What follows belongs to an exercise in optimizing a design on an open flow for small area and a short achievable clock period; a production flow would make more cautious choices. At most, simulation tests tie the RTL to the original design; equivalence was not proved. The RTL of run 1 was laid out without a check of its function. No activity file was given, so power comes from the tool's default toggle rates.

==> flow/design.v (outline; a module is shown in full before it is edited, if it fits) <==
// module fpga_top: 948 lines
module fpga_top (clk, rstn, addr, we, dx, dw, dt, out);
  // ...
==> flow/flow/run.sh <==
#!/bin/bash
# The standard layout with three changes:
#  1. after the standard synthesis, invpush.py flips full adders (and xor/xnor
#     gates) to remove most inverters between them (same function, same registers);
#  2. the port buffers are sky130_fd_sc_hd__buf_1;
#  3. timing repair aims at a shorter period (SETUP_SLACK_MARGIN);
#  4. clock tree of clkbuf_8 without dummy loads.
set -euo pipefail
MARGIN=${MARGIN:-7}
bash standard.sh synth > flow_synth.log 2>&1
R=orfs/results/sky130hd/fpga_top/base
cp $R/1_2_yosys.v $R/1_2_yosys.standard.v
python3 flow/invpush.py $R/1_2_yosys.standard.v $R/1_2_yosys.v > flow_invpush.log 2>&1
rm -f $R/1_synth.odb $R/1_synth.sdc
bash standard.sh "BUFFER_PORTS_ARGS=-buffer_cell sky130_fd_sc_hd__buf_1" SETUP_SLACK_MARGIN=$MARGIN "CTS_ARGS=-sink_clustering_enable -repair_clock_nets -dont_use_dummy_load -buf_list sky130_fd_sc_hd__clkbuf_8" finish > flow_layout.log 2>&1
==> flow/flow/invpush.py <==
#!/usr/bin/env python3
"""Rewrite a mapped Yosys netlist so that fewer inverters sit between full adders.

A full adder is self-dual: FA(~a,~b,~c) = (~sum, ~cout).  So any sky130 fa cell may be
"flipped": it then computes the complement of its old outputs from the complement of its
old inputs.  This script chooses which full adders to flip so that the fewest signals need
an inverter, removes every inverter of the netlist and adds back one inverter per signal
that still needs its complement.  Registers, ports and all other cells are untouched.

usage: invpush.py IN.v OUT.v
"""
import re, sys, random

src = open(sys.argv[1]).read()
inst_re = re.compile(r'^  (sky130_fd_sc_hd__\w+) (\S+)\s*\((.*?)\n  \);\n', re.S | re.M)
pin_re = re.compile(r'\.(\w+)\(([^()]*?)\)')

insts = []
for m in inst_re.finditer(src):
    typ, name, body = m.group(1), m.group(2), m.group(3)
    pins = [(p, n.strip()) for p, n in pin_re.findall(body)]
    insts.append(dict(typ=typ, name=name, pins=pins, span=m.span()))

OUTPINS = {'X', 'Y', 'Q', 'Q_N', 'SUM', 'COUT', 'HI', 'LO'}
def is_inv(t): return re.fullmatch(r'sky130_fd_sc_hd__(clk)?inv_\d+', t) is not None
def is_fa(t): return re.fullmatch(r'sky130_fd_sc_hd__fa_\d+', t) is not None
def is_x(t): return re.fullmatch(r'sky130_fd_sc_hd__x(n)?or2_\d+', t) is not None
def is_flip(t): return is_fa(t) or is_x(t)

# output ports
outports = set()
for m in re.finditer(r'^\s*output\s+(\[[^\]]*\]\s*)?(\w+);', src, re.M):
    outports.add(m.group(2))
def base(n):
    return re.sub(r'\s*\[\d+\]\s*$', '', n).lstrip('\\').strip()

driver = {}
for i, c in enumerate(insts):
    for p, n in c['pins']:
        if p in OUTPINS:
            driver[n] = (i, p)

inv_of = {}  # net driven by an inverter -> its input net
for c in insts:
    if is_inv(c['typ']):
        d = dict(c['pins'])
        inv_of[d['Y']] = d['A']
# an inverter driving a port stays; keep it simple: refuse
for y in inv_of:
    if base(y) in outports:
        sys.exit('inverter drives an output port: ' + y)

def root(n):
    q = 0
    while n in inv_of:
        n = inv_of[n]; q ^= 1
    return n, q

fas = [i for i, c in enumerate(insts) if is_flip(c['typ'])]
faidx = {i: k for k, i in enumerate(fas)}
x = [0] * len(fas)

# loads: (root, q, fa_k or None)
loads = {}
for i, c in enumerate(insts):
    if is_inv(c['typ']):
        continue
    for p, n in c['pins']:
        if p in OUTPINS or n == '' or n.startswith("1'") or n == 'clk':
            continue
        r, q = root(n)
        loads.setdefault(r, []).append((q, faidx.get(i) if is_fa(c['typ']) else None, i, p))
# output port nets driven through inverters: none (checked)

def drvflip(r):
    d = driver.get(r)
    if d is not None and d[0] in faidx:
        return faidx[d[0]]
    return None

roots = list(loads)
rdrv = {r: drvflip(r) for r in roots}
# roots touching each fa
touch = [[] for _ in fas]
for r in roots:
    s = set()
    if rdrv[r] is not None: s.add(rdrv[r])
    for q, k, i, p in loads[r]:
        if k is not None: s.add(k)
    for k in s: touch[k].append(r)

def cost_root(r):
    d = rdrv[r]
    dp = x[d] if d is not None else 0
    for q, k, i, p in loads[r]:
        e = x[k] if k is not None else 0
        if q ^ e ^ dp:
            return 1
    return 0

def total():
    return sum(cost_root(r) for r in roots)

before = sum(1 for c in insts if is_inv(c['typ']))
best = total()
random.seed(1)
import math
cur = best
bestx = list(x)
T = 2.0
n = len(fas)
iters = 400000
for it in range(iters):
    T = 2.0 * (1 - it / iters) + 0.01
    k = random.randrange(n)
    old = sum(cost_root(r) for r in touch[k])
    x[k] ^= 1
    new = sum(cost_root(r) for r in touch[k])
    dlt = new - old
    if dlt <= 0 or random.random() < math.exp(-dlt / T):
        cur += dlt
        if cur < best:
            best = cur; bestx = list(x)
    else:
        x[k] ^= 1
x[:] = bestx
after = total()

# rewrite
out = []
pos = 0
newinv = []
need = {r for r in roots if cost_root(r)}
invnet = {r: f'_invp{j}_' for j, r in enumerate(sorted(need))}
repl = {}
for i, c in enumerate(insts):
    if is_inv(c['typ']):
        repl[i] = ''
        continue
    changed = False
    pins = []
    for p, n in c['pins']:
        if p in OUTPINS or n == '' or n.startswith("1'") or n == 'clk':
            pins.append((p, n)); continue
        r, q = root(n)
        d = rdrv[r]
        dp = x[d] if d is not None else 0
        e = x[faidx[i]] if (i in faidx and is_fa(c['typ'])) else 0
        nn = invnet[r] if (q ^ e ^ dp) else r
        pins.append((p, nn))
    typ = c['typ']
    if is_x(typ) and x[faidx[i]]:
        # xor2 drives X, xnor2 drives Y
        if 'xnor2' in typ:
            typ = typ.replace('xnor2', 'xor2'); pins = [('X' if p == 'Y' else p, n) for p, n in pins]
        else:
            typ = typ.replace('xor2', 'xnor2'); pins = [('Y' if p == 'X' else p, n) for p, n in pins]
    body = ',\n'.join(f'    .{p}({n} )' if n.startswith('\\') else f'    .{p}({n})' for p, n in pins)
    repl[i] = f"  {typ} {c['name']} (\n{body}\n  );\n"
for r in sorted(need):
    newinv.append(f"  sky130_fd_sc_hd__inv_1 {invnet[r]}cell (\n    .A({r + ' ' if r.startswith(chr(92)) else r}),\n    .Y({invnet[r]})\n  );\n")
for i, c in enumerate(insts):
    a, b = c['span']
    out.append(src[pos:a]); out.append(repl[i]); pos = b
rest = src[pos:]
k = rest.rfind('endmodule')
rest = rest[:k] + ''.join(newinv) + rest[k:]
out.append(rest)
text = ''.join(out)
# declare the new wires
decl = ''.join(f'  wire {invnet[r]};\n' for r in sorted(need))
text = re.sub(r'(\n  output out;\n  wire out;\n)', lambda m: m.group(1) + decl, text, count=1) if decl else text
assert all(f'wire {invnet[r]};' in text for r in need)
open(sys.argv[2], 'w').write(text)
print(f'invpush: {len(fas)} full adders and xors, {sum(x)} flipped; inverters {before} -> {len(need)}', file=sys.stderr)
==> flow/standard.sh <==
#!/bin/bash
# synth_recipe.tcl (not shown) runs the flow's synth.tcl, then flattens the netlist and writes it again
# the make line also repeats each setting of config.mk as NAME=value (left out here)
make -C /OpenROAD-flow-scripts/flow DESIGN_CONFIG=/design/flow/config.mk WORK_HOME=/design/flow/orfs CLKGATE_MAP_FILE= SYNTH_SCRIPT=/design/flow/synth_recipe.tcl "${@:-finish}"
==> flow/config.mk <==
export PLATFORM = sky130hd
export DESIGN_NAME = fpga_top
export DESIGN_NICKNAME = fpga_top
export VERILOG_FILES = /design/flow/design.v
export SDC_FILE = /design/flow/constraint.sdc
export NUM_CORES = 4
export LEC_CHECK = 0
export CAP_MARGIN = 20
export CORE_MARGIN = 2
export CORE_UTILIZATION = 40
export SLEW_MARGIN = 20
==> flow/constraint.sdc <==
create_clock -name core_clock -period 10.0 [get_ports {clk}]
set_input_delay 2.0000 -clock core_clock [delete_from_list [all_inputs] [get_ports {clk}]]
set_output_delay 2.0000 -clock core_clock [all_outputs]
set_load 0.01 [all_outputs]
==> reports/results.txt, run 1 <==
CP peak stage delay: 0.32 ns
Largest fanout on the critical path: 1
Clock Path Buffers: 3
Met3 WL: 5390 microns
Layout area overhead: 20.9%
WS Path Type: flip-flop to primary output
Crit Reg-Reg Endpoint: outr
Switching part of the total: 40.0%
P_comb: 5.15 mW
Diodes inserted: 5
Worst-Skew Late Latency: 0.62 ns
Htree depth: 3
Int Power: 5.37 mW
Vias per cell: 4.95
Outcome: complete, no violations
Placed insts: 2537
Ratio of final minimum period to clock period: 30.3%
Routability Congestion: 0.942
WP depth: 1
Nets: 2760
Layout cells sized above 1: 13.4%
Seq pwr: 2.57 mW
Min cycle time layout: 3.03 ns
Post-DRT Antenna Nets: 0
Clock power share: 13.7%
Core box area: 52300 sq um
Seq area share: 40.0%
Hold depth: 0
# rows: 84
==> module fpga_top, before the edit <==
module fpga_top (clk, rstn, addr, we, dx, dw, dt, out);
  input clk;
  input we;
  input [255:0] dx;
  input [255:0] dw;
  input [15:0] dt;
  input [2:0] addr;
  input rstn;
  output out;
  wire [255:0] mm = dx ^ dw;
  wire s1, c2;
  wire s3, c4;
  wire s5, c6;
  wire s7, c8;
  wire s9, c10;
  wire s11, c12;
  wire s13, c14;
  wire s15, c16;
  wire s17, c18;
  wire s19, c20;
  wire s21, c22;
  wire s23, c24;
  wire s25, c26;
  wire s27, c28;
  wire s29, c30;
  wire s31, c32;
  wire s33, c34;
  wire s35, c36;
  wire s37, c38;
  wire s39, c40;
  wire s41, c42;
  wire s43, c44;
  wire s45, c46;
  wire s47, c48;
  wire s49, c50;
  wire s51, c52;
  wire s53, c54;
  wire s55, c56;
  wire s57, c58;
  wire s59, c60;
  wire s61, c62;
  wire s63, c64;
  wire s65, c66;
  wire s67, c68;
  wire s69, c70;
  wire s71, c72;
  wire s73, c74;
  wire s75, c76;
  wire s77, c78;
  wire s79, c80;
  wire s81, c82;
  wire s83, c84;
  wire s85, c86;
  wire s87, c88;
  wire s89, c90;
  wire s91, c92;
  wire s93, c94;
  wire s95, c96;
  wire s97, c98;
  wire s99, c100;
  wire s101, c102;
  wire s103, c104;
  wire s105, c106;
  wire s107, c108;
  wire s109, c110;
  wire s111, c112;
  wire s113, c114;
  wire s115, c116;
  wire s117, c118;
  wire s119, c120;
  wire s121, c122;
  wire s123, c124;
  wire s125, c126;
  wire s127, c128;
  wire s129, c130;
  wire s131, c132;
  wire s133, c134;
  wire s135, c136;
  wire s137, c138;
  wire s139, c140;
  wire s141, c142;
  wire s143, c144;
  wire s145, c146;
  wire s147, c148;
  wire s149, c150;
  wire s151, c152;
  wire s153, c154;
  wire s155, c156;
  wire s157, c158;
  wire s159, c160;
  wire s161, c162;
  wire s163, c164;
  wire s165, c166;
  wire s167, c168;
  wire s169, c170;
  wire s171, c172;
  wire s173, c174;
  wire s175, c176;
  wire s177, c178;
  wire s179, c180;
  wire s181, c182;
  wire s183, c184;
  wire s185, c186;
  wire s187, c188;
  wire s189, c190;
  wire s191, c192;
  wire s193, c194;
  wire s195, c196;
  wire s197, c198;
  wire s199, c200;
  wire s201, c202;
  wire s203, c204;
  wire s205, c206;
  wire s207, c208;
  wire s209, c210;
  wire s211, c212;
  wire s213, c214;
  wire s215, c216;
  wire s217, c218;
  wire s219, c220;
  wire s221, c222;
  wire s223, c224;
  wire s225, c226;
  wire s227, c228;
  wire s229, c230;
  wire s231, c232;
  wire s233, c234;
  wire s235, c236;
  wire s237, c238;
  wire s239, c240;
  wire s241, c242;
  wire s243, c244;
  wire s245, c246;
  wire s247, c248;
  wire s249, c250;
  wire s251, c252;
  wire s253, c254;
  wire s255, c256;
  wire s257, c258;
  wire s259, c260;
  wire s261, c262;
  wire s263, c264;
  wire s265, c266;
  wire s267, c268;
  wire s269, c270;
  wire s271, c272;
  wire s273, c274;
  wire s275, c276;
  wire s277, c278;
  wire s279, c280;
  wire s281, c282;
  wire s283, c284;
  reg [114:0] p1;
  wire s285, c286;
  wire s287, c288;
  wire s289, c290;
  wire s291, c292;
  wire s293, c294;
  wire s295, c296;
  wire s297, c298;
  wire s299, c300;
  wire s301, c302;
  wire s303, c304;
  wire s305, c306;
  wire s307, c308;
  wire s309, c310;
  wire s311, c312;
  wire s313, c314;
  wire s315, c316;
  wire s317, c318;
  wire s319, c320;
  wire s321, c322;
  wire s323, c324;
  wire s325, c326;
  wire s327, c328;
  wire s329, c330;
  wire s331, c332;
  wire s333, c334;
  wire s335, c336;
  wire s337, c338;
  wire s339, c340;
  wire s341, c342;
  wire s343, c344;
  wire s345, c346;
  wire s347, c348;
  wire s349, c350;
  wire s351, c352;
  wire s353, c354;
  wire s355, c356;
  wire s357, c358;
  wire s359, c360;
  wire s361, c362;
  wire s363, c364;
  wire s365, c366;
  wire s367, c368;
  wire s369, c370;
  wire s371, c372;
  wire s373, c374;
  wire s375, c376;
  wire s377, c378;
  wire s379, c380;
  wire s381, c382;
  wire s383, c384;
  wire s385, c386;
  wire s387, c388;
  wire s389, c390;
  wire s391, c392;
  wire s393, c394;
  wire s395, c396;
  wire s397, c398;
  wire s399, c400;
  wire s401, c402;
  wire s403, c404;
  wire s405, c406;
  wire s407, c408;
  wire s409, c410;
  wire s411, c412;
  wire s413, c414;
  wire s415, c416;
  wire s417, c418;
  wire s419, c420;
  wire s421, c422;
  wire s423, c424;
  wire s425, c426;
  wire s427, c428;
  wire s429, c430;
  wire s431, c432;
  wire s433, c434;
  wire s435, c436;
  wire s437, c438;
  wire s439, c440;
  wire s441, c442;
  wire s443, c444;
  wire s445, c446;
  wire s447, c448;
  wire s449, c450;
  wire s451, c452;
  wire s453, c454;
  wire s455, c456;
  wire s457, c458;
  wire s459, c460;
  wire s461, c462;
  wire s463, c464;
  wire s465, c466;
  wire s467, c468;
  wire s469, c470;
  wire s471, c472;
  wire s473, c474;
  wire s475, c476;
  wire s477, c478;
  wire s479, c480;
  wire s481, c482;
  wire s483, c484;
  wire s485, c486;
  reg [19:0] p2;
  wire s487, c488;
  wire s489, c490;
  wire s491, c492;
  wire s493, c494;
  wire s495, c496;
  wire s497, c498;
  wire s499, c500;
  wire s501, c502;
  reg [8:0] p3;
  reg wv1; reg [2:0] wa1;
  reg wv2; reg [2:0] wa2;
  reg wv3; reg [2:0] wa3;
  assign s1 = mm[0] ^ mm[1] ^ mm[2];
  assign c2 = (mm[0] & mm[1]) | (mm[0] & mm[2]) | (mm[1] & mm[2]);
  assign s3 = mm[3] ^ mm[4] ^ mm[5];
  assign c4 = (mm[3] & mm[4]) | (mm[3] & mm[5]) | (mm[4] & mm[5]);
  assign s5 = mm[6] ^ mm[7] ^ mm[8];
  assign c6 = (mm[6] & mm[7]) | (mm[6] & mm[8]) | (mm[7] & mm[8]);
  assign s7 = mm[9] ^ mm[10] ^ mm[11];
  assign c8 = (mm[9] & mm[10]) | (mm[9] & mm[11]) | (mm[10] & mm[11]);
  assign s9 = mm[12] ^ mm[13] ^ mm[14];
  assign c10 = (mm[12] & mm[13]) | (mm[12] & mm[14]) | (mm[13] & mm[14]);
  assign s11 = mm[15] ^ mm[16] ^ mm[17];
  assign c12 = (mm[15] & mm[16]) | (mm[15] & mm[17]) | (mm[16] & mm[17]);
  assign s13 = mm[18] ^ mm[19] ^ mm[20];
  assign c14 = (mm[18] & mm[19]) | (mm[18] & mm[20]) | (mm[19] & mm[20]);
  assign s15 = mm[21] ^ mm[22] ^ mm[23];
  assign c16 = (mm[21] & mm[22]) | (mm[21] & mm[23]) | (mm[22] & mm[23]);
  assign s17 = mm[24] ^ mm[25] ^ mm[26];
  assign c18 = (mm[24] & mm[25]) | (mm[24] & mm[26]) | (mm[25] & mm[26]);
  assign s19 = mm[27] ^ mm[28] ^ mm[29];
  assign c20 = (mm[27] & mm[28]) | (mm[27] & mm[29]) | (mm[28] & mm[29]);
  assign s21 = mm[30] ^ mm[31] ^ mm[32];
  assign c22 = (mm[30] & mm[31]) | (mm[30] & mm[32]) | (mm[31] & mm[32]);
  assign s23 = mm[33] ^ mm[34] ^ mm[35];
  assign c24 = (mm[33] & mm[34]) | (mm[33] & mm[35]) | (mm[34] & mm[35]);
  assign s25 = mm[36] ^ mm[37] ^ mm[38];
  assign c26 = (mm[36] & mm[37]) | (mm[36] & mm[38]) | (mm[37] & mm[38]);
  assign s27 = mm[39] ^ mm[40] ^ mm[41];
  assign c28 = (mm[39] & mm[40]) | (mm[39] & mm[41]) | (mm[40] & mm[41]);
  assign s29 = mm[42] ^ mm[43] ^ mm[44];
  assign c30 = (mm[42] & mm[43]) | (mm[42] & mm[44]) | (mm[43] & mm[44]);
  assign s31 = mm[45] ^ mm[46] ^ mm[47];
  assign c32 = (mm[45] & mm[46]) | (mm[45] & mm[47]) | (mm[46] & mm[47]);
  assign s33 = mm[48] ^ mm[49] ^ mm[50];
  assign c34 = (mm[48] & mm[49]) | (mm[48] & mm[50]) | (mm[49] & mm[50]);
  assign s35 = mm[51] ^ mm[52] ^ mm[53];
  assign c36 = (mm[51] & mm[52]) | (mm[51] & mm[53]) | (mm[52] & mm[53]);
  assign s37 = mm[54] ^ mm[55] ^ mm[56];
  assign c38 = (mm[54] & mm[55]) | (mm[54] & mm[56]) | (mm[55] & mm[56]);
  assign s39 = mm[57] ^ mm[58] ^ mm[59];
  assign c40 = (mm[57] & mm[58]) | (mm[57] & mm[59]) | (mm[58] & mm[59]);
  assign s41 = mm[60] ^ mm[61] ^ mm[62];
  assign c42 = (mm[60] & mm[61]) | (mm[60] & mm[62]) | (mm[61] & mm[62]);
  assign s43 = mm[63] ^ mm[64] ^ mm[65];
  assign c44 = (mm[63] & mm[64]) | (mm[63] & mm[65]) | (mm[64] & mm[65]);
  assign s45 = mm[66] ^ mm[67] ^ mm[68];
  assign c46 = (mm[66] & mm[67]) | (mm[66] & mm[68]) | (mm[67] & mm[68]);
  assign s47 = mm[69] ^ mm[70] ^ mm[71];
  assign c48 = (mm[69] & mm[70]) | (mm[69] & mm[71]) | (mm[70] & mm[71]);
  assign s49 = mm[72] ^ mm[73] ^ mm[74];
  assign c50 = (mm[72] & mm[73]) | (mm[72] & mm[74]) | (mm[73] & mm[74]);
  assign s51 = mm[75] ^ mm[76] ^ mm[77];
  assign c52 = (mm[75] & mm[76]) | (mm[75] & mm[77]) | (mm[76] & mm[77]);
  assign s53 = mm[78] ^ mm[79] ^ mm[80];
  assign c54 = (mm[78] & mm[79]) | (mm[78] & mm[80]) | (mm[79] & mm[80]);
  assign s55 = mm[81] ^ mm[82] ^ mm[83];
  assign c56 = (mm[81] & mm[82]) | (mm[81] & mm[83]) | (mm[82] & mm[83]);
  assign s57 = mm[84] ^ mm[85] ^ mm[86];
  assign c58 = (mm[84] & mm[85]) | (mm[84] & mm[86]) | (mm[85] & mm[86]);
  assign s59 = mm[87] ^ mm[88] ^ mm[89];
  assign c60 = (mm[87] & mm[88]) | (mm[87] & mm[89]) | (mm[88] & mm[89]);
  assign s61 = mm[90] ^ mm[91] ^ mm[92];
  assign c62 = (mm[90] & mm[91]) | (mm[90] & mm[92]) | (mm[91] & mm[92]);
  assign s63 = mm[93] ^ mm[94] ^ mm[95];
  assign c64 = (mm[93] & mm[94]) | (mm[93] & mm[95]) | (mm[94] & mm[95]);
  assign s65 = mm[96] ^ mm[97] ^ mm[98];
  assign c66 = (mm[96] & mm[97]) | (mm[96] & mm[98]) | (mm[97] & mm[98]);
  assign s67 = mm[99] ^ mm[100] ^ mm[101];
  assign c68 = (mm[99] & mm[100]) | (mm[99] & mm[101]) | (mm[100] & mm[101]);
  assign s69 = mm[102] ^ mm[103] ^ mm[104];
  assign c70 = (mm[102] & mm[103]) | (mm[102] & mm[104]) | (mm[103] & mm[104]);
  assign s71 = mm[105] ^ mm[106] ^ mm[107];
  assign c72 = (mm[105] & mm[106]) | (mm[105] & mm[107]) | (mm[106] & mm[107]);
  assign s73 = mm[108] ^ mm[109] ^ mm[110];
  assign c74 = (mm[108] & mm[109]) | (mm[108] & mm[110]) | (mm[109] & mm[110]);
  assign s75 = mm[111] ^ mm[112] ^ mm[113];
  assign c76 = (mm[111] & mm[112]) | (mm[111] & mm[113]) | (mm[112] & mm[113]);
  assign s77 = mm[114] ^ mm[115] ^ mm[116];
  assign c78 = (mm[114] & mm[115]) | (mm[114] & mm[116]) | (mm[115] & mm[116]);
  assign s79 = mm[117] ^ mm[118] ^ mm[119];
  assign c80 = (mm[117] & mm[118]) | (mm[117] & mm[119]) | (mm[118] & mm[119]);
  assign s81 = mm[120] ^ mm[121] ^ mm[122];
  assign c82 = (mm[120] & mm[121]) | (mm[120] & mm[122]) | (mm[121] & mm[122]);
  assign s83 = mm[123] ^ mm[124] ^ mm[125];
  assign c84 = (mm[123] & mm[124]) | (mm[123] & mm[125]) | (mm[124] & mm[125]);
  assign s85 = mm[126] ^ mm[127] ^ mm[128];
  assign c86 = (mm[126] & mm[127]) | (mm[126] & mm[128]) | (mm[127] & mm[128]);
  assign s87 = mm[129] ^ mm[130] ^ mm[131];
  assign c88 = (mm[129] & mm[130]) | (mm[129] & mm[131]) | (mm[130] & mm[131]);
  assign s89 = mm[132] ^ mm[133] ^ mm[134];
  assign c90 = (mm[132] & mm[133]) | (mm[132] & mm[134]) | (mm[133] & mm[134]);
  assign s91 = mm[135] ^ mm[136] ^ mm[137];
  assign c92 = (mm[135] & mm[136]) | (mm[135] & mm[137]) | (mm[136] & mm[137]);
  assign s93 = mm[138] ^ mm[139] ^ mm[140];
  assign c94 = (mm[138] & mm[139]) | (mm[138] & mm[140]) | (mm[139] & mm[140]);
  assign s95 = mm[141] ^ mm[142] ^ mm[143];
  assign c96 = (mm[141] & mm[142]) | (mm[141] & mm[143]) | (mm[142] & mm[143]);
  assign s97 = mm[144] ^ mm[145] ^ mm[146];
  assign c98 = (mm[144] & mm[145]) | (mm[144] & mm[146]) | (mm[145] & mm[146]);
  assign s99 = mm[147] ^ mm[148] ^ mm[149];
  assign c100 = (mm[147] & mm[148]) | (mm[147] & mm[149]) | (mm[148] & mm[149]);
  assign s101 = mm[150] ^ mm[151] ^ mm[152];
  assign c102 = (mm[150] & mm[151]) | (mm[150] & mm[152]) | (mm[151] & mm[152]);
  assign s103 = mm[153] ^ mm[154] ^ mm[155];
  assign c104 = (mm[153] & mm[154]) | (mm[153] & mm[155]) | (mm[154] & mm[155]);
  assign s105 = mm[156] ^ mm[157] ^ mm[158];
  assign c106 = (mm[156] & mm[157]) | (mm[156] & mm[158]) | (mm[157] & mm[158]);
  assign s107 = mm[159] ^ mm[160] ^ mm[161];
  assign c108 = (mm[159] & mm[160]) | (mm[159] & mm[161]) | (mm[160] & mm[161]);
  assign s109 = mm[162] ^ mm[163] ^ mm[164];
  assign c110 = (mm[162] & mm[163]) | (mm[162] & mm[164]) | (mm[163] & mm[164]);
  assign s111 = mm[165] ^ mm[166] ^ mm[167];
  assign c112 = (mm[165] & mm[166]) | (mm[165] & mm[167]) | (mm[166] & mm[167]);
  assign s113 = mm[168] ^ mm[169] ^ mm[170];
  assign c114 = (mm[168] & mm[169]) | (mm[168] & mm[170]) | (mm[169] & mm[170]);
  assign s115 = mm[171] ^ mm[172] ^ mm[173];
  assign c116 = (mm[171] & mm[172]) | (mm[171] & mm[173]) | (mm[172] & mm[173]);
  assign s117 = mm[174] ^ mm[175] ^ mm[176];
  assign c118 = (mm[174] & mm[175]) | (mm[174] & mm[176]) | (mm[175] & mm[176]);
  assign s119 = mm[177] ^ mm[178] ^ mm[179];
  assign c120 = (mm[177] & mm[178]) | (mm[177] & mm[179]) | (mm[178] & mm[179]);
  assign s121 = mm[180] ^ mm[181] ^ mm[182];
  assign c122 = (mm[180] & mm[181]) | (mm[180] & mm[182]) | (mm[181] & mm[182]);
  assign s123 = mm[183] ^ mm[184] ^ mm[185];
  assign c124 = (mm[183] & mm[184]) | (mm[183] & mm[185]) | (mm[184] & mm[185]);
  assign s125 = mm[186] ^ mm[187] ^ mm[188];
  assign c126 = (mm[186] & mm[187]) | (mm[186] & mm[188]) | (mm[187] & mm[188]);
  assign s127 = mm[189] ^ mm[190] ^ mm[191];
  assign c128 = (mm[189] & mm[190]) | (mm[189] & mm[191]) | (mm[190] & mm[191]);
  assign s129 = mm[192] ^ mm[193] ^ mm[194];
  assign c130 = (mm[192] & mm[193]) | (mm[192] & mm[194]) | (mm[193] & mm[194]);
  assign s131 = mm[195] ^ mm[196] ^ mm[197];
  assign c132 = (mm[195] & mm[196]) | (mm[195] & mm[197]) | (mm[196] & mm[197]);
  assign s133 = mm[198] ^ mm[199] ^ mm[200];
  assign c134 = (mm[198] & mm[199]) | (mm[198] & mm[200]) | (mm[199] & mm[200]);
  assign s135 = mm[201] ^ mm[202] ^ mm[203];
  assign c136 = (mm[201] & mm[202]) | (mm[201] & mm[203]) | (mm[202] & mm[203]);
  assign s137 = mm[204] ^ mm[205] ^ mm[206];
  assign c138 = (mm[204] & mm[205]) | (mm[204] & mm[206]) | (mm[205] & mm[206]);
  assign s139 = mm[207] ^ mm[208] ^ mm[209];
  assign c140 = (mm[207] & mm[208]) | (mm[207] & mm[209]) | (mm[208] & mm[209]);
  assign s141 = mm[210] ^ mm[211] ^ mm[212];
  assign c142 = (mm[210] & mm[211]) | (mm[210] & mm[212]) | (mm[211] & mm[212]);
  assign s143 = mm[213] ^ mm[214] ^ mm[215];
  assign c144 = (mm[213] & mm[214]) | (mm[213] & mm[215]) | (mm[214] & mm[215]);
  assign s145 = mm[216] ^ mm[217] ^ mm[218];
  assign c146 = (mm[216] & mm[217]) | (mm[216] & mm[218]) | (mm[217] & mm[218]);
  assign s147 = mm[219] ^ mm[220] ^ mm[221];
  assign c148 = (mm[219] & mm[220]) | (mm[219] & mm[221]) | (mm[220] & mm[221]);
  assign s149 = mm[222] ^ mm[223] ^ mm[224];
  assign c150 = (mm[222] & mm[223]) | (mm[222] & mm[224]) | (mm[223] & mm[224]);
  assign s151 = mm[225] ^ mm[226] ^ mm[227];
  assign c152 = (mm[225] & mm[226]) | (mm[225] & mm[227]) | (mm[226] & mm[227]);
  assign s153 = mm[228] ^ mm[229] ^ mm[230];
  assign c154 = (mm[228] & mm[229]) | (mm[228] & mm[230]) | (mm[229] & mm[230]);
  assign s155 = mm[231] ^ mm[232] ^ mm[233];
  assign c156 = (mm[231] & mm[232]) | (mm[231] & mm[233]) | (mm[232] & mm[233]);
  assign s157 = mm[234] ^ mm[235] ^ mm[236];
  assign c158 = (mm[234] & mm[235]) | (mm[234] & mm[236]) | (mm[235] & mm[236]);
  assign s159 = mm[237] ^ mm[238] ^ mm[239];
  assign c160 = (mm[237] & mm[238]) | (mm[237] & mm[239]) | (mm[238] & mm[239]);
  assign s161 = mm[240] ^ mm[241] ^ mm[242];
  assign c162 = (mm[240] & mm[241]) | (mm[240] & mm[242]) | (mm[241] & mm[242]);
  assign s163 = mm[243] ^ mm[244] ^ mm[245];
  assign c164 = (mm[243] & mm[244]) | (mm[243] & mm[245]) | (mm[244] & mm[245]);
  assign s165 = mm[246] ^ mm[247] ^ mm[248];
  assign c166 = (mm[246] & mm[247]) | (mm[246] & mm[248]) | (mm[247] & mm[248]);
  assign s167 = mm[249] ^ mm[250] ^ mm[251];
  assign c168 = (mm[249] & mm[250]) | (mm[249] & mm[251]) | (mm[250] & mm[251]);
  assign s169 = mm[252] ^ mm[253] ^ mm[254];
  assign c170 = (mm[252] & mm[253]) | (mm[252] & mm[254]) | (mm[253] & mm[254]);
  assign s171 = s1 ^ s3 ^ s5;
  assign c172 = (s1 & s3) | (s1 & s5) | (s3 & s5);
  assign s173 = s7 ^ s9 ^ s11;
  assign c174 = (s7 & s9) | (s7 & s11) | (s9 & s11);
  assign s175 = s13 ^ s15 ^ s17;
  assign c176 = (s13 & s15) | (s13 & s17) | (s15 & s17);
  assign s177 = s19 ^ s21 ^ s23;
  assign c178 = (s19 & s21) | (s19 & s23) | (s21 & s23);
  assign s179 = s25 ^ s27 ^ s29;
  assign c180 = (s25 & s27) | (s25 & s29) | (s27 & s29);
  assign s181 = s31 ^ s33 ^ s35;
  assign c182 = (s31 & s33) | (s31 & s35) | (s33 & s35);
  assign s183 = s37 ^ s39 ^ s41;
  assign c184 = (s37 & s39) | (s37 & s41) | (s39 & s41);
  assign s185 = s43 ^ s45 ^ s47;
  assign c186 = (s43 & s45) | (s43 & s47) | (s45 & s47);
  assign s187 = s49 ^ s51 ^ s53;
  assign c188 = (s49 & s51) | (s49 & s53) | (s51 & s53);
  assign s189 = s55 ^ s57 ^ s59;
  assign c190 = (s55 & s57) | (s55 & s59) | (s57 & s59);
  assign s191 = s61 ^ s63 ^ s65;
  assign c192 = (s61 & s63) | (s61 & s65) | (s63 & s65);
  assign s193 = s67 ^ s69 ^ s71;
  assign c194 = (s67 & s69) | (s67 & s71) | (s69 & s71);
  assign s195 = s73 ^ s75 ^ s77;
  assign c196 = (s73 & s75) | (s73 & s77) | (s75 & s77);
  assign s197 = s79 ^ s81 ^ s83;
  assign c198 = (s79 & s81) | (s79 & s83) | (s81 & s83);
  assign s199 = s85 ^ s87 ^ s89;
  assign c200 = (s85 & s87) | (s85 & s89) | (s87 & s89);
  assign s201 = s91 ^ s93 ^ s95;
  assign c202 = (s91 & s93) | (s91 & s95) | (s93 & s95);
  assign s203 = s97 ^ s99 ^ s101;
  assign c204 = (s97 & s99) | (s97 & s101) | (s99 & s101);
  assign s205 = s103 ^ s105 ^ s107;
  assign c206 = (s103 & s105) | (s103 & s107) | (s105 & s107);
  assign s207 = s109 ^ s111 ^ s113;
  assign c208 = (s109 & s111) | (s109 & s113) | (s111 & s113);
  assign s209 = s115 ^ s117 ^ s119;
  assign c210 = (s115 & s117) | (s115 & s119) | (s117 & s119);
  assign s211 = s121 ^ s123 ^ s125;
  assign c212 = (s121 & s123) | (s121 & s125) | (s123 & s125);
  assign s213 = s127 ^ s129 ^ s131;
  assign c214 = (s127 & s129) | (s127 & s131) | (s129 & s131);
  assign s215 = s133 ^ s135 ^ s137;
  assign c216 = (s133 & s135) | (s133 & s137) | (s135 & s137);
  assign s217 = s139 ^ s141 ^ s143;
  assign c218 = (s139 & s141) | (s139 & s143) | (s141 & s143);
  assign s219 = s145 ^ s147 ^ s149;
  assign c220 = (s145 & s147) | (s145 & s149) | (s147 & s149);
  assign s221 = s151 ^ s153 ^ s155;
  assign c222 = (s151 & s153) | (s151 & s155) | (s153 & s155);
  assign s223 = s157 ^ s159 ^ s161;
  assign c224 = (s157 & s159) | (s157 & s161) | (s159 & s161);
  assign s225 = s163 ^ s165 ^ s167;
  assign c226 = (s163 & s165) | (s163 & s167) | (s165 & s167);
  assign s227 = s169 ^ mm[255];
  assign c228 = s169 & mm[255];
  assign s229 = c2 ^ c4 ^ c6;
  assign c230 = (c2 & c4) | (c2 & c6) | (c4 & c6);
  assign s231 = c8 ^ c10 ^ c12;
  assign c232 = (c8 & c10) | (c8 & c12) | (c10 & c12);
  assign s233 = c14 ^ c16 ^ c18;
  assign c234 = (c14 & c16) | (c14 & c18) | (c16 & c18);
  assign s235 = c20 ^ c22 ^ c24;
  assign c236 = (c20 & c22) | (c20 & c24) | (c22 & c24);
  assign s237 = c26 ^ c28 ^ c30;
  assign c238 = (c26 & c28) | (c26 & c30) | (c28 & c30);
  assign s239 = c32 ^ c34 ^ c36;
  assign c240 = (c32 & c34) | (c32 & c36) | (c34 & c36);
  assign s241 = c38 ^ c40 ^ c42;
  assign c242 = (c38 & c40) | (c38 & c42) | (c40 & c42);
  assign s243 = c44 ^ c46 ^ c48;
  assign c244 = (c44 & c46) | (c44 & c48) | (c46 & c48);
  assign s245 = c50 ^ c52 ^ c54;
  assign c246 = (c50 & c52) | (c50 & c54) | (c52 & c54);
  assign s247 = c56 ^ c58 ^ c60;
  assign c248 = (c56 & c58) | (c56 & c60) | (c58 & c60);
  assign s249 = c62 ^ c64 ^ c66;
  assign c250 = (c62 & c64) | (c62 & c66) | (c64 & c66);
  assign s251 = c68 ^ c70 ^ c72;
  assign c252 = (c68 & c70) | (c68 & c72) | (c70 & c72);
  assign s253 = c74 ^ c76 ^ c78;
  assign c254 = (c74 & c76) | (c74 & c78) | (c76 & c78);
  assign s255 = c80 ^ c82 ^ c84;
  assign c256 = (c80 & c82) | (c80 & c84) | (c82 & c84);
  assign s257 = c86 ^ c88 ^ c90;
  assign c258 = (c86 & c88) | (c86 & c90) | (c88 & c90);
  assign s259 = c92 ^ c94 ^ c96;
  assign c260 = (c92 & c94) | (c92 & c96) | (c94 & c96);
  assign s261 = c98 ^ c100 ^ c102;
  assign c262 = (c98 & c100) | (c98 & c102) | (c100 & c102);
  assign s263 = c104 ^ c106 ^ c108;
  assign c264 = (c104 & c106) | (c104 & c108) | (c106 & c108);
  assign s265 = c110 ^ c112 ^ c114;
  assign c266 = (c110 & c112) | (c110 & c114) | (c112 & c114);
  assign s267 = c116 ^ c118 ^ c120;
  assign c268 = (c116 & c118) | (c116 & c120) | (c118 & c120);
  assign s269 = c122 ^ c124 ^ c126;
  assign c270 = (c122 & c124) | (c122 & c126) | (c124 & c126);
  assign s271 = c128 ^ c130 ^ c132;
  assign c272 = (c128 & c130) | (c128 & c132) | (c130 & c132);
  assign s273 = c134 ^ c136 ^ c138;
  assign c274 = (c134 & c136) | (c134 & c138) | (c136 & c138);
  assign s275 = c140 ^ c142 ^ c144;
  assign c276 = (c140 & c142) | (c140 & c144) | (c142 & c144);
  assign s277 = c146 ^ c148 ^ c150;
  assign c278 = (c146 & c148) | (c146 & c150) | (c148 & c150);
  assign s279 = c152 ^ c154 ^ c156;
  assign c280 = (c152 & c154) | (c152 & c156) | (c154 & c156);
  assign s281 = c158 ^ c160 ^ c162;
  assign c282 = (c158 & c160) | (c158 & c162) | (c160 & c162);
  assign s283 = c164 ^ c166 ^ c168;
  assign c284 = (c164 & c166) | (c164 & c168) | (c166 & c168);
  assign s285 = p1[0] ^ p1[1] ^ p1[2];
  assign c286 = (p1[0] & p1[1]) | (p1[0] & p1[2]) | (p1[1] & p1[2]);
  assign s287 = p1[3] ^ p1[4] ^ p1[5];
  assign c288 = (p1[3] & p1[4]) | (p1[3] & p1[5]) | (p1[4] & p1[5]);
  assign s289 = p1[6] ^ p1[7] ^ p1[8];
  assign c290 = (p1[6] & p1[7]) | (p1[6] & p1[8]) | (p1[7] & p1[8]);
  assign s291 = p1[9] ^ p1[10] ^ p1[11];
  assign c292 = (p1[9] & p1[10]) | (p1[9] & p1[11]) | (p1[10] & p1[11]);
  assign s293 = p1[12] ^ p1[13] ^ p1[14];
  assign c294 = (p1[12] & p1[13]) | (p1[12] & p1[14]) | (p1[13] & p1[14]);
  assign s295 = p1[15] ^ p1[16] ^ p1[17];
  assign c296 = (p1[15] & p1[16]) | (p1[15] & p1[17]) | (p1[16] & p1[17]);
  assign s297 = p1[18] ^ p1[19] ^ p1[20];
  assign c298 = (p1[18] & p1[19]) | (p1[18] & p1[20]) | (p1[19] & p1[20]);
  assign s299 = p1[21] ^ p1[22] ^ p1[23];
  assign c300 = (p1[21] & p1[22]) | (p1[21] & p1[23]) | (p1[22] & p1[23]);
  assign s301 = p1[24] ^ p1[25] ^ p1[26];
  assign c302 = (p1[24] & p1[25]) | (p1[24] & p1[26]) | (p1[25] & p1[26]);
  assign s303 = p1[27] ^ p1[28];
  assign c304 = p1[27] & p1[28];
  assign s305 = p1[29] ^ p1[30] ^ p1[31];
  assign c306 = (p1[29] & p1[30]) | (p1[29] & p1[31]) | (p1[30] & p1[31]);
  assign s307 = p1[32] ^ p1[33] ^ p1[34];
  assign c308 = (p1[32] & p1[33]) | (p1[32] & p1[34]) | (p1[33] & p1[34]);
  assign s309 = p1[35] ^ p1[36] ^ p1[37];
  assign c310 = (p1[35] & p1[36]) | (p1[35] & p1[37]) | (p1[36] & p1[37]);
  assign s311 = p1[38] ^ p1[39] ^ p1[40];
  assign c312 = (p1[38] & p1[39]) | (p1[38] & p1[40]) | (p1[39] & p1[40]);
  assign s313 = p1[41] ^ p1[42] ^ p1[43];
  assign c314 = (p1[41] & p1[42]) | (p1[41] & p1[43]) | (p1[42] & p1[43]);
  assign s315 = p1[44] ^ p1[45] ^ p1[46];
  assign c316 = (p1[44] & p1[45]) | (p1[44] & p1[46]) | (p1[45] & p1[46]);
  assign s317 = p1[47] ^ p1[48] ^ p1[49];
  assign c318 = (p1[47] & p1[48]) | (p1[47] & p1[49]) | (p1[48] & p1[49]);
  assign s319 = p1[50] ^ p1[51] ^ p1[52];
  assign c320 = (p1[50] & p1[51]) | (p1[50] & p1[52]) | (p1[51] & p1[52]);
  assign s321 = p1[53] ^ p1[54] ^ p1[55];
  assign c322 = (p1[53] & p1[54]) | (p1[53] & p1[55]) | (p1[54] & p1[55]);
  assign s323 = p1[56] ^ p1[57] ^ p1[58];
  assign c324 = (p1[56] & p1[57]) | (p1[56] & p1[58]) | (p1[57] & p1[58]);
  assign s325 = p1[59] ^ p1[60] ^ p1[61];
  assign c326 = (p1[59] & p1[60]) | (p1[59] & p1[61]) | (p1[60] & p1[61]);
  assign s327 = p1[62] ^ p1[63] ^ p1[64];
  assign c328 = (p1[62] & p1[63]) | (p1[62] & p1[64]) | (p1[63] & p1[64]);
  assign s329 = p1[65] ^ p1[66] ^ p1[67];
  assign c330 = (p1[65] & p1[66]) | (p1[65] & p1[67]) | (p1[66] & p1[67]);
  assign s331 = p1[68] ^ p1[69] ^ p1[70];
  assign c332 = (p1[68] & p1[69]) | (p1[68] & p1[70]) | (p1[69] & p1[70]);
  assign s333 = p1[71] ^ p1[72] ^ p1[73];
  assign c334 = (p1[71] & p1[72]) | (p1[71] & p1[73]) | (p1[72] & p1[73]);
  assign s335 = p1[74] ^ p1[75] ^ p1[76];
  assign c336 = (p1[74] & p1[75]) | (p1[74] & p1[76]) | (p1[75] & p1[76]);
  assign s337 = p1[77] ^ p1[78] ^ p1[79];
  assign c338 = (p1[77] & p1[78]) | (p1[77] & p1[79]) | (p1[78] & p1[79]);
  assign s339 = p1[80] ^ p1[81] ^ p1[82];
  assign c340 = (p1[80] & p1[81]) | (p1[80] & p1[82]) | (p1[81] & p1[82]);
  assign s341 = p1[83] ^ p1[84] ^ p1[85];
  assign c342 = (p1[83] & p1[84]) | (p1[83] & p1[85]) | (p1[84] & p1[85]);
  assign s343 = p1[87] ^ p1[88] ^ p1[89];
  assign c344 = (p1[87] & p1[88]) | (p1[87] & p1[89]) | (p1[88] & p1[89]);
  assign s345 = p1[90] ^ p1[91] ^ p1[92];
  assign c346 = (p1[90] & p1[91]) | (p1[90] & p1[92]) | (p1[91] & p1[92]);
  assign s347 = p1[93] ^ p1[94] ^ p1[95];
  assign c348 = (p1[93] & p1[94]) | (p1[93] & p1[95]) | (p1[94] & p1[95]);
  assign s349 = p1[96] ^ p1[97] ^ p1[98];
  assign c350 = (p1[96] & p1[97]) | (p1[96] & p1[98]) | (p1[97] & p1[98]);
  assign s351 = p1[99] ^ p1[100] ^ p1[101];
  assign c352 = (p1[99] & p1[100]) | (p1[99] & p1[101]) | (p1[100] & p1[101]);
  assign s353 = p1[102] ^ p1[103] ^ p1[104];
  assign c354 = (p1[102] & p1[103]) | (p1[102] & p1[104]) | (p1[103] & p1[104]);
  assign s355 = p1[105] ^ p1[106] ^ p1[107];
  assign c356 = (p1[105] & p1[106]) | (p1[105] & p1[107]) | (p1[106] & p1[107]);
  assign s357 = p1[108] ^ p1[109] ^ p1[110];
  assign c358 = (p1[108] & p1[109]) | (p1[108] & p1[110]) | (p1[109] & p1[110]);
  assign s359 = p1[111] ^ p1[112] ^ p1[113];
  assign c360 = (p1[111] & p1[112]) | (p1[111] & p1[113]) | (p1[112] & p1[113]);
  assign s361 = s285 ^ s287 ^ s289;
  assign c362 = (s285 & s287) | (s285 & s289) | (s287 & s289);
  assign s363 = s291 ^ s293 ^ s295;
  assign c364 = (s291 & s293) | (s291 & s295) | (s293 & s295);
  assign s365 = s297 ^ s299 ^ s301;
  assign c366 = (s297 & s299) | (s297 & s301) | (s299 & s301);
  assign s367 = c286 ^ c288 ^ c290;
  assign c368 = (c286 & c288) | (c286 & c290) | (c288 & c290);
  assign s369 = c292 ^ c294 ^ c296;
  assign c370 = (c292 & c294) | (c292 & c296) | (c294 & c296);
  assign s371 = c298 ^ c300 ^ c302;
  assign c372 = (c298 & c300) | (c298 & c302) | (c300 & c302);
  assign s373 = c304 ^ s305 ^ s307;
  assign c374 = (c304 & s305) | (c304 & s307) | (s305 & s307);
  assign s375 = s309 ^ s311 ^ s313;
  assign c376 = (s309 & s311) | (s309 & s313) | (s311 & s313);
  assign s377 = s315 ^ s317 ^ s319;
  assign c378 = (s315 & s317) | (s315 & s319) | (s317 & s319);
  assign s379 = s321 ^ s323 ^ s325;
  assign c380 = (s321 & s323) | (s321 & s325) | (s323 & s325);
  assign s381 = s327 ^ s329 ^ s331;
  assign c382 = (s327 & s329) | (s327 & s331) | (s329 & s331);
  assign s383 = s333 ^ s335 ^ s337;
  assign c384 = (s333 & s335) | (s333 & s337) | (s335 & s337);
  assign s385 = s339 ^ s341 ^ p1[86];
  assign c386 = (s339 & s341) | (s339 & p1[86]) | (s341 & p1[86]);
  assign s387 = c306 ^ c308 ^ c310;
  assign c388 = (c306 & c308) | (c306 & c310) | (c308 & c310);
  assign s389 = c312 ^ c314 ^ c316;
  assign c390 = (c312 & c314) | (c312 & c316) | (c314 & c316);
  assign s391 = c318 ^ c320 ^ c322;
  assign c392 = (c318 & c320) | (c318 & c322) | (c320 & c322);
  assign s393 = c324 ^ c326 ^ c328;
  assign c394 = (c324 & c326) | (c324 & c328) | (c326 & c328);
  assign s395 = c330 ^ c332 ^ c334;
  assign c396 = (c330 & c332) | (c330 & c334) | (c332 & c334);
  assign s397 = c336 ^ c338 ^ c340;
  assign c398 = (c336 & c338) | (c336 & c340) | (c338 & c340);
  assign s399 = c342 ^ s343 ^ s345;
  assign c400 = (c342 & s343) | (c342 & s345) | (s343 & s345);
  assign s401 = s347 ^ s349 ^ s351;
  assign c402 = (s347 & s349) | (s347 & s351) | (s349 & s351);
  assign s403 = s353 ^ s355 ^ s357;
  assign c404 = (s353 & s355) | (s353 & s357) | (s355 & s357);
  assign s405 = s359 ^ p1[114];
  assign c406 = s359 & p1[114];
  assign s407 = c344 ^ c346 ^ c348;
  assign c408 = (c344 & c346) | (c344 & c348) | (c346 & c348);
  assign s409 = c350 ^ c352 ^ c354;
  assign c410 = (c350 & c352) | (c350 & c354) | (c352 & c354);
  assign s411 = c356 ^ c358 ^ c360;
  assign c412 = (c356 & c358) | (c356 & c360) | (c358 & c360);
  assign s413 = s361 ^ s363 ^ s365;
  assign c414 = (s361 & s363) | (s361 & s365) | (s363 & s365);
  assign s415 = c362 ^ c364 ^ c366;
  assign c416 = (c362 & c364) | (c362 & c366) | (c364 & c366);
  assign s417 = s367 ^ s369 ^ s371;
  assign c418 = (s367 & s369) | (s367 & s371) | (s369 & s371);
  assign s419 = s373 ^ s375 ^ s377;
  assign c420 = (s373 & s375) | (s373 & s377) | (s375 & s377);
  assign s421 = s379 ^ s381 ^ s383;
  assign c422 = (s379 & s381) | (s379 & s383) | (s381 & s383);
  assign s423 = c368 ^ c370 ^ c372;
  assign c424 = (c368 & c370) | (c368 & c372) | (c370 & c372);
  assign s425 = c374 ^ c376 ^ c378;
  assign c426 = (c374 & c376) | (c374 & c378) | (c376 & c378);
  assign s427 = c380 ^ c382 ^ c384;
  assign c428 = (c380 & c382) | (c380 & c384) | (c382 & c384);
  assign s429 = c386 ^ s387 ^ s389;
  assign c430 = (c386 & s387) | (c386 & s389) | (s387 & s389);
  assign s431 = s391 ^ s393 ^ s395;
  assign c432 = (s391 & s393) | (s391 & s395) | (s393 & s395);
  assign s433 = s397 ^ s399 ^ s401;
  assign c434 = (s397 & s399) | (s397 & s401) | (s399 & s401);
  assign s435 = s403 ^ s405;
  assign c436 = s403 & s405;
  assign s437 = c388 ^ c390 ^ c392;
  assign c438 = (c388 & c390) | (c388 & c392) | (c390 & c392);
  assign s439 = c394 ^ c396 ^ c398;
  assign c440 = (c394 & c396) | (c394 & c398) | (c396 & c398);
  assign s441 = c400 ^ c402 ^ c404;
  assign c442 = (c400 & c402) | (c400 & c404) | (c402 & c404);
  assign s443 = c406 ^ s407 ^ s409;
  assign c444 = (c406 & s407) | (c406 & s409) | (s407 & s409);
  assign s445 = c408 ^ c410 ^ c412;
  assign c446 = (c408 & c410) | (c408 & c412) | (c410 & c412);
  assign s447 = c414 ^ s415 ^ s417;
  assign c448 = (c414 & s415) | (c414 & s417) | (s415 & s417);
  assign s449 = s419 ^ s421 ^ s385;
  assign c450 = (s419 & s421) | (s419 & s385) | (s421 & s385);
  assign s451 = c416 ^ c418 ^ c420;
  assign c452 = (c416 & c418) | (c416 & c420) | (c418 & c420);
  assign s453 = c422 ^ s423 ^ s425;
  assign c454 = (c422 & s423) | (c422 & s425) | (s423 & s425);
  assign s455 = s427 ^ s429 ^ s431;
  assign c456 = (s427 & s429) | (s427 & s431) | (s429 & s431);
  assign s457 = s433 ^ s435;
  assign c458 = s433 & s435;
  assign s459 = c424 ^ c426 ^ c428;
  assign c460 = (c424 & c426) | (c424 & c428) | (c426 & c428);
  assign s461 = c430 ^ c432 ^ c434;
  assign c462 = (c430 & c432) | (c430 & c434) | (c432 & c434);
  assign s463 = c436 ^ s437 ^ s439;
  assign c464 = (c436 & s437) | (c436 & s439) | (s437 & s439);
  assign s465 = s441 ^ s443 ^ s411;
  assign c466 = (s441 & s443) | (s441 & s411) | (s443 & s411);
  assign s467 = c438 ^ c440 ^ c442;
  assign c468 = (c438 & c440) | (c438 & c442) | (c440 & c442);
  assign s469 = c444 ^ s445;
  assign c470 = c444 & s445;
  assign s471 = c448 ^ c450 ^ s451;
  assign c472 = (c448 & c450) | (c448 & s451) | (c450 & s451);
  assign s473 = s453 ^ s455 ^ s457;
  assign c474 = (s453 & s455) | (s453 & s457) | (s455 & s457);
  assign s475 = c452 ^ c454 ^ c456;
  assign c476 = (c452 & c454) | (c452 & c456) | (c454 & c456);
  assign s477 = c458 ^ s459 ^ s461;
  assign c478 = (c458 & s459) | (c458 & s461) | (s459 & s461);
  assign s479 = s463 ^ s465;
  assign c480 = s463 & s465;
  assign s481 = c460 ^ c462 ^ c464;
  assign c482 = (c460 & c462) | (c460 & c464) | (c462 & c464);
  assign s483 = c466 ^ s467 ^ s469;
  assign c484 = (c466 & s467) | (c466 & s469) | (s467 & s469);
  assign s485 = c468 ^ c470 ^ c446;
  assign c486 = (c468 & c470) | (c468 & c446) | (c470 & c446);
  assign s487 = p2[6] ^ p2[7] ^ p2[8];
  assign c488 = (p2[6] & p2[7]) | (p2[6] & p2[8]) | (p2[7] & p2[8]);
  assign s489 = p2[9] ^ p2[10];
  assign c490 = p2[9] & p2[10];
  assign s491 = p2[11] ^ p2[12] ^ p2[13];
  assign c492 = (p2[11] & p2[12]) | (p2[11] & p2[13]) | (p2[12] & p2[13]);
  assign s493 = p2[14] ^ p2[15];
  assign c494 = p2[14] & p2[15];
  assign s495 = p2[16] ^ p2[17] ^ p2[18];
  assign c496 = (p2[16] & p2[17]) | (p2[16] & p2[18]) | (p2[17] & p2[18]);
  assign s497 = c488 ^ c490 ^ s491;
  assign c498 = (c488 & c490) | (c488 & s491) | (c490 & s491);
  assign s499 = c492 ^ c494 ^ s495;
  assign c500 = (c492 & c494) | (c492 & s495) | (c494 & s495);
  assign s501 = c500 ^ c496 ^ p2[19];
  assign c502 = (c500 & c496) | (c500 & p2[19]) | (c496 & p2[19]);
  wire [7:0] ra = {c502, s501, c498, s497, s487, p2[4], p2[2], p2[0]};
  wire [7:0] rb = {1'b0, 1'b0, s499, s493, s489, p2[5], p2[3], p2[1]};
  wire [8:0] mcount = ra + rb;
  wire [8:0] pc = 9'd256 - mcount;
  always @(posedge clk) begin
    p1[0] <= s171;
    p1[1] <= s173;
    p1[2] <= s175;
    p1[3] <= s177;
    p1[4] <= s179;
    p1[5] <= s181;
    p1[6] <= s183;
    p1[7] <= s185;
    p1[8] <= s187;
    p1[9] <= s189;
    p1[10] <= s191;
    p1[11] <= s193;
    p1[12] <= s195;
    p1[13] <= s197;
    p1[14] <= s199;
    p1[15] <= s201;
    p1[16] <= s203;
    p1[17] <= s205;
    p1[18] <= s207;
    p1[19] <= s209;
    p1[20] <= s211;
    p1[21] <= s213;
    p1[22] <= s215;
    p1[23] <= s217;
    p1[24] <= s219;
    p1[25] <= s221;
    p1[26] <= s223;
    p1[27] <= s225;
    p1[28] <= s227;
    p1[29] <= c172;
    p1[30] <= c174;
    p1[31] <= c176;
    p1[32] <= c178;
    p1[33] <= c180;
    p1[34] <= c182;
    p1[35] <= c184;
    p1[36] <= c186;
    p1[37] <= c188;
    p1[38] <= c190;
    p1[39] <= c192;
    p1[40] <= c194;
    p1[41] <= c196;
    p1[42] <= c198;
    p1[43] <= c200;
    p1[44] <= c202;
    p1[45] <= c204;
    p1[46] <= c206;
    p1[47] <= c208;
    p1[48] <= c210;
    p1[49] <= c212;
    p1[50] <= c214;
    p1[51] <= c216;
    p1[52] <= c218;
    p1[53] <= c220;
    p1[54] <= c222;
    p1[55] <= c224;
    p1[56] <= c226;
    p1[57] <= c228;
    p1[58] <= s229;
    p1[59] <= s231;
    p1[60] <= s233;
    p1[61] <= s235;
    p1[62] <= s237;
    p1[63] <= s239;
    p1[64] <= s241;
    p1[65] <= s243;
    p1[66] <= s245;
    p1[67] <= s247;
    p1[68] <= s249;
    p1[69] <= s251;
    p1[70] <= s253;
    p1[71] <= s255;
    p1[72] <= s257;
    p1[73] <= s259;
    p1[74] <= s261;
    p1[75] <= s263;
    p1[76] <= s265;
    p1[77] <= s267;
    p1[78] <= s269;
    p1[79] <= s271;
    p1[80] <= s273;
    p1[81] <= s275;
    p1[82] <= s277;
    p1[83] <= s279;
    p1[84] <= s281;
    p1[85] <= s283;
    p1[86] <= c170;
    p1[87] <= c230;
    p1[88] <= c232;
    p1[89] <= c234;
    p1[90] <= c236;
    p1[91] <= c238;
    p1[92] <= c240;
    p1[93] <= c242;
    p1[94] <= c244;
    p1[95] <= c246;
    p1[96] <= c248;
    p1[97] <= c250;
    p1[98] <= c252;
    p1[99] <= c254;
    p1[100] <= c256;
    p1[101] <= c258;
    p1[102] <= c260;
    p1[103] <= c262;
    p1[104] <= c264;
    p1[105] <= c266;
    p1[106] <= c268;
    p1[107] <= c270;
    p1[108] <= c272;
    p1[109] <= c274;
    p1[110] <= c276;
    p1[111] <= c278;
    p1[112] <= c280;
    p1[113] <= c282;
    p1[114] <= c284;
    p2[0] <= s413;
    p2[1] <= s303;
    p2[2] <= s447;
    p2[3] <= s449;
    p2[4] <= s471;
    p2[5] <= s473;
    p2[6] <= c472;
    p2[7] <= c474;
    p2[8] <= s475;
    p2[9] <= s477;
    p2[10] <= s479;
    p2[11] <= c476;
    p2[12] <= c478;
    p2[13] <= c480;
    p2[14] <= s481;
    p2[15] <= s483;
    p2[16] <= c482;
    p2[17] <= c484;
    p2[18] <= s485;
    p2[19] <= c486;
    p3 <= pc;
    wv1 <= we; wa1 <= addr;
    wv2 <= wv1; wa2 <= wa1;
    wv3 <= wv2; wa3 <= wa2;
  end
  reg [8:0]  pmem [0:7];
  reg [15:0] tmem [0:7];
  always @(posedge clk) begin
    if (we) tmem[addr] <= dt;
    if (wv3) pmem[wa3] <= p3;
  end
  reg [2:0] R;
  reg fresh;
  reg [8:0] XPp;
  reg [15:0] XPt;
  reg [15:0] Sn;
  reg outr;
  wire [15:0] XRt = fresh ? tmem[R] : XPt;
  reg XPpend;
  wire hitP = wv2 && (wa2 == R);
  wire hitF = wv3 && (wa3 == R);
  wire [8:0] XPe = XPpend ? p3 : XPp;
  wire [8:0] XRp = fresh ? (hitF ? p3 : pmem[R]) : XPe;
  always @(posedge clk) XPpend <= fresh && hitP;
  always @(posedge clk) begin
    if (!we) R <= addr;
    fresh <= ~we;
    XPp <= XRp;
    XPt <= XRt;
    if (rstn) begin
      Sn <= 16'd0;
      outr <= 1'b0;
    end else begin
      Sn <= Sn + {7'd0, XPe};
      outr <= Sn > XRt;
    end
  end
  assign out = outr;
endmodule
==> run 2: changes to the inputs <==
--- a/flow/design.v
+++ b/flow/design.v
@@ -918,21 +918,32 @@
     if (we) tmem[addr] <= dt;
     if (wv3) pmem[wa3] <= p3;
   end
-  reg [2:0] R;
+  reg [7:0] Roh;             
+  reg [15:0] tsel;
+  reg [8:0] psel;
+  integer i;
+  always @(*) begin
+    tsel = 16'd0;
+    psel = 9'd0;
+    for (i = 0; i < 8; i = i + 1) begin
+      tsel = tsel | (tmem[i] & {16{Roh[i]}});
+      psel = psel | (pmem[i] & {9{Roh[i]}});
+    end
+  end
   reg fresh;
   reg [8:0] XPp;
   reg [15:0] XPt;
   reg [15:0] Sn;
   reg outr;
-  wire [15:0] XRt = fresh ? tmem[R] : XPt;
+  wire [15:0] XRt = fresh ? tsel : XPt;
   reg XPpend;
-  wire hitP = wv2 && (wa2 == R);
-  wire hitF = wv3 && (wa3 == R);
+  wire hitP = wv2 && Roh[wa2];
+  wire hitF = wv3 && Roh[wa3];
   wire [8:0] XPe = XPpend ? p3 : XPp;
-  wire [8:0] XRp = fresh ? (hitF ? p3 : pmem[R]) : XPe;
+  wire [8:0] XRp = fresh ? (hitF ? p3 : psel) : XPe;
   always @(posedge clk) XPpend <= fresh && hitP;
   always @(posedge clk) begin
-    if (!we) R <= addr;
+    if (!we) Roh <= 8'd1 << addr;
     fresh <= ~we;
     XPp <= XRp;
     XPt <= XRt;
--- a/flow/flow/run.sh
+++ b/flow/flow/run.sh
@@ -12,4 +12,4 @@
 cp $R/1_2_yosys.v $R/1_2_yosys.standard.v
 python3 flow/invpush.py $R/1_2_yosys.standard.v $R/1_2_yosys.v > flow_invpush.log 2>&1
 rm -f $R/1_synth.odb $R/1_synth.sdc
-bash standard.sh "BUFFER_PORTS_ARGS=-buffer_cell sky130_fd_sc_hd__buf_1" SETUP_SLACK_MARGIN=$MARGIN "CTS_ARGS=-sink_clustering_enable -repair_clock_nets -dont_use_dummy_load -buf_list sky130_fd_sc_hd__clkbuf_8" finish > flow_layout.log 2>&1
+bash standard.sh "BUFFER_PORTS_ARGS=-buffer_cell sky130_fd_sc_hd__buf_1" SETUP_SLACK_MARGIN=$MARGIN "CTS_ARGS=-sink_clustering_enable -repair_clock_nets -dont_use_dummy_load -buf_list sky130_fd_sc_hd__clkbuf_8 -sink_clustering_size 14 -sink_clustering_max_diameter 60" finish > flow_layout.log 2>&1
==> reports/results.txt, run 2 <==
Outcome: complete, no violations (unchanged)
WS Path Type: input pin to flip-flop (was flip-flop to primary output)
Min cycle time layout: 3.14 ns (was 3.03 ns)
Sink of the worst hold path: wv3 (was wa2[0])
Io pins: 535 (unchanged)
Largest regs: tmem x128, p1 x115, pmem x72 (unchanged)
Most frequent cells in the layout: buf_1 (531), xor2_1 (233), edfxtp_1 (208), fa_1 (207), dfxtp_1 (199) (was buf_1 (519), xor2_1 (231), fa_1 (211), edfxtp_1 (203), dfxtp_1 (198))
Avg Synthesized Cell Area: 14.9 sq um (was 15.7 sq um)
Yosys Warn Count: 1 (unchanged)
Pin slew with the least headroom to its limit: 1.04 ns (was 1.07 ns)
Fin. max-slew vios: 0 (unchanged)
Cell area after layout: 24700 sq um (was 25500 sq um)
Wire per inst: 23.6 microns (was 24.5 microns)
# rows: 83 (was 84)
Routability Congestion: 0.969 (was 0.942)
Layout area overhead: 19.2% (was 20.9%)
Worst path arrival time: 3.39 ns (was 1.03 ns)
FF-to-FF path depth: 5 (was 7)
Setup WS post-layout: 6.86 ns (was 6.97 ns)
Max-Slew Margin vs Limit: 30.5% (was 28.2%)
Max reg flops: 128 (unchanged)
Slowest CP cell: nor2_2 (was dfxtp_2)
Clock Pin Slew Worst Setup and Hold Paths: 0.09 ns (was 0.06 ns)
DP Wirelength: 50300 microns (was 53500 microns)
Pwr dens: 344 nW/um^2 (was 351 nW/um^2)
Die ar.: 53600 sq um (was 54500 sq um)
Final TNS setup: 0 ns (unchanged)
Family with the most delay on the worst path: simple AND/OR/NAND/NOR gates (was flip-flops)
Syn_nets: 2215 (was 2164)
Hold path startpoint: wv2 (was wa1[0])
Die X-Extent: 232 microns (was 233 microns)
Layout cells sized above 1: 8.33% (was 13.4%)
Hold Fails Final Rpt: 0 (unchanged)
Crit Reg-Reg Endpoint: p2[5] (was outr)
Largest net degree at the start of global routing: 52 (was 37)
Clock Sinks: 408 (was 406)
CP bufs+invs: 1 (unchanged)
Post-Syn Area: 20700 sq um (was 21100 sq um)
Port Buffers: 534 (unchanged)
Hold depth: 0 (unchanged)
Achievable clock frequency: 319 MHz (was 330 MHz)
First-pass GRT wire length: 88900 microns (was 91200 microns)
CP peak stage delay: 0.82 ns (was 0.32 ns)
TritonCTS clock tree: built (unchanged)
Vias per cell: 4.98 (was 4.95)
RSZ-0062 raised after global routing: yes (unchanged)
CTS Root Cell: clkbuf_8 (unchanged)
First-pass DRT Iterations: 5 (was 4)
Fillers: 4539 (was 4599)
Post-DP Area: 23800 sq um (was 24100 sq um)
Multi-input logic area: 10600 sq um (was 11000 sq um)
Critical Path Sink Type: flip-flop (was primary output)
Crit path required time: 10.25 ns (was 8.00 ns)
Total GRT Usage: 23.1% (was 24.0%)
Sequential cell area: 10300 sq um (was 10200 sq um)
Reg-to-reg critical path startpoint: p1[46]
Worst VDD drop: 0.000505 V (was 0.000499 V)
Worst hold slack: 0.388 ns (was 0.328 ns)
Ratio of final minimum period to clock period: 31.4% (was 30.3%)
Htree depth: 2 (was 3)
First DRT Iteration DRCs: 870 (was 785)
Height of the chip: 232 microns (was 233 microns)
CP startpoint kind: input pin (was flip-flop)
Biggest register: tmem (unchanged)
Core box area: 51200 sq um (was 52300 sq um)
Setup-failing EPs final: 0 (unchanged)
Nets: 2772 (was 2760)
R2R Setup Slk: 7.07 ns (was 7.03 ns)
Largest fanout on the critical path: 16 (was 1)
Max cap viols: 0 (unchanged)
Clock Path Buffers: 3 (unchanged)
Most common cell after layout, fill and taps aside: buf_1 (unchanged)
Dpl ws: 6.18 ns (was 6.06 ns)
Leakage: 9.09 nW (was 9.41 nW)
Post-DRT Antenna Nets: 0 (unchanged)
Number of global-route vias before repair: 13900 (was 14000)
Tot Pwr: 8.49 mW (was 8.95 mW)
Via count: 13100 (was 13000)
Gate Count Post-Synth: 1390 (was 1339)
CP cell instances: buf_1 > nand2_1 > nor2_2 (was buf_6)
Num CTS Buffers: 40 (was 71)
Worst Skew: 0.0971 ns (was 0.0411 ns)
Final wirelength: 62100 microns (was 64500 microns)
Initial antenna violation count: 14 (was 12)
Worst-Skew Late Latency: 0.64 ns (was 0.62 ns)
# DRC: 0 (unchanged)
Initial core utilization: 40.4% (was 40.2%)
Worst min path class: flip-flop to flip-flop (unchanged)
Grt ovf: 0 (unchanged)
[run 2: report_power, final]
| part | internal (mW) | switching (mW) | total [mW] | leakage, nW |
|---|---|---|---|---|
| Sequential | 2.30 | 0.231 | 2.53 | 3.57 |
| Clock | 0.357 | 0.532 | 0.889 | 0.288 |
| Combinational | 2.40 | 2.66 | 5.06 | 5.23 |
[run 2: layout make-up]
cell class | count | share of cell area (%)
clock buffers | 40 | 2.23
repair buffers | 550 | 9.17
multi-input cells | 910 | 43.0
diodes | 2 | 0.0203
inverters | 37 | 0.573
well taps | 680 | 3.45
flip-flops and latches | 408 | 41.5
[run 2: how the worst max path moves through the flow]
stage | start | endpoint | cells after the start
after floorplan | dw[8] | p1[0] | 3
after global placement | addr[1] | tmem[6][1] | 3
after detailed placement | addr[1] | tmem[6][1] | 3
after CTS | addr[1] | tmem[6][1] | 3
after global routing | addr[0] | tmem[3][9] | 3
final | addr[1] | tmem[3][9] | 3
[run 2: per-stage QoR]
stage / instances / utilization, %
after CTS: 2620 / 47.8
after global routing: 2625 / 48.2
final: 2627 / 48.2
after floorplan: 1390 / -
after detailed placement: 2578 / 46.5
after global placement: 2578 / 46.5
[run 2: worst register-to-register path, stage by stage, from the launching register on]
cell     delay [ns]
dfxtp_1        0.32
fa_1           0.50
fa_1           0.54
fa_1           0.58
fa_1           0.44
fa_1           0.47
[run 2: repair_timing]
| action | in CTS | in global routing |
|---|---|---|
| gates resized for setup | 25 | 30 |
| pin swaps | 9 | 16 |
| hold buffers | 0 | 0 |
| cloned | 0 | 1 |
| buffers inserted | 2 | 3 |
| endpoints found under the setup margin | 93 | 91 |
[run 2: per-layer routing]
layer  track usage, %  vias to the layer above  share of wire (%)
li1                 -                     5889                  -
met1             29.8                     6630                 40
met2             39.5                      427                 51
met3             4.49                      103                5.9
met4             7.16                       22                2.9
met5                0                        -               0.22

-- what the ideal ports hide --
Ports are ideal in the flow. The routed layouts listed here were re-timed in OpenROAD.
Step 1, drivers: a clkbuf_16 drives clk and a buf_2 each remaining input, both assumed.
Step 2 adds t to the input delays and takes it off the output delays; t is the mean of the earliest and latest rising clock arrival at the registers after step 1. Input paths then give back, and output paths get back, about the clock's delay inside the block.
a / b / c = no drivers / after step 1 / after step 2; a / b = the first two.
run | shift t [ns] | slack for setup (ns) | worst setup path at the end
run 1 | 0.651 | 6.966 / 6.915 / 6.326 | input to register
run 2 | 0.629 | 6.865 / 6.882 / 6.253 | input to register
After both steps every run listed still meets setup and hold. For run 1, which loses most, drivers alone change the setup slack by -0.051 ns; drivers and shift together by -0.640 ns.
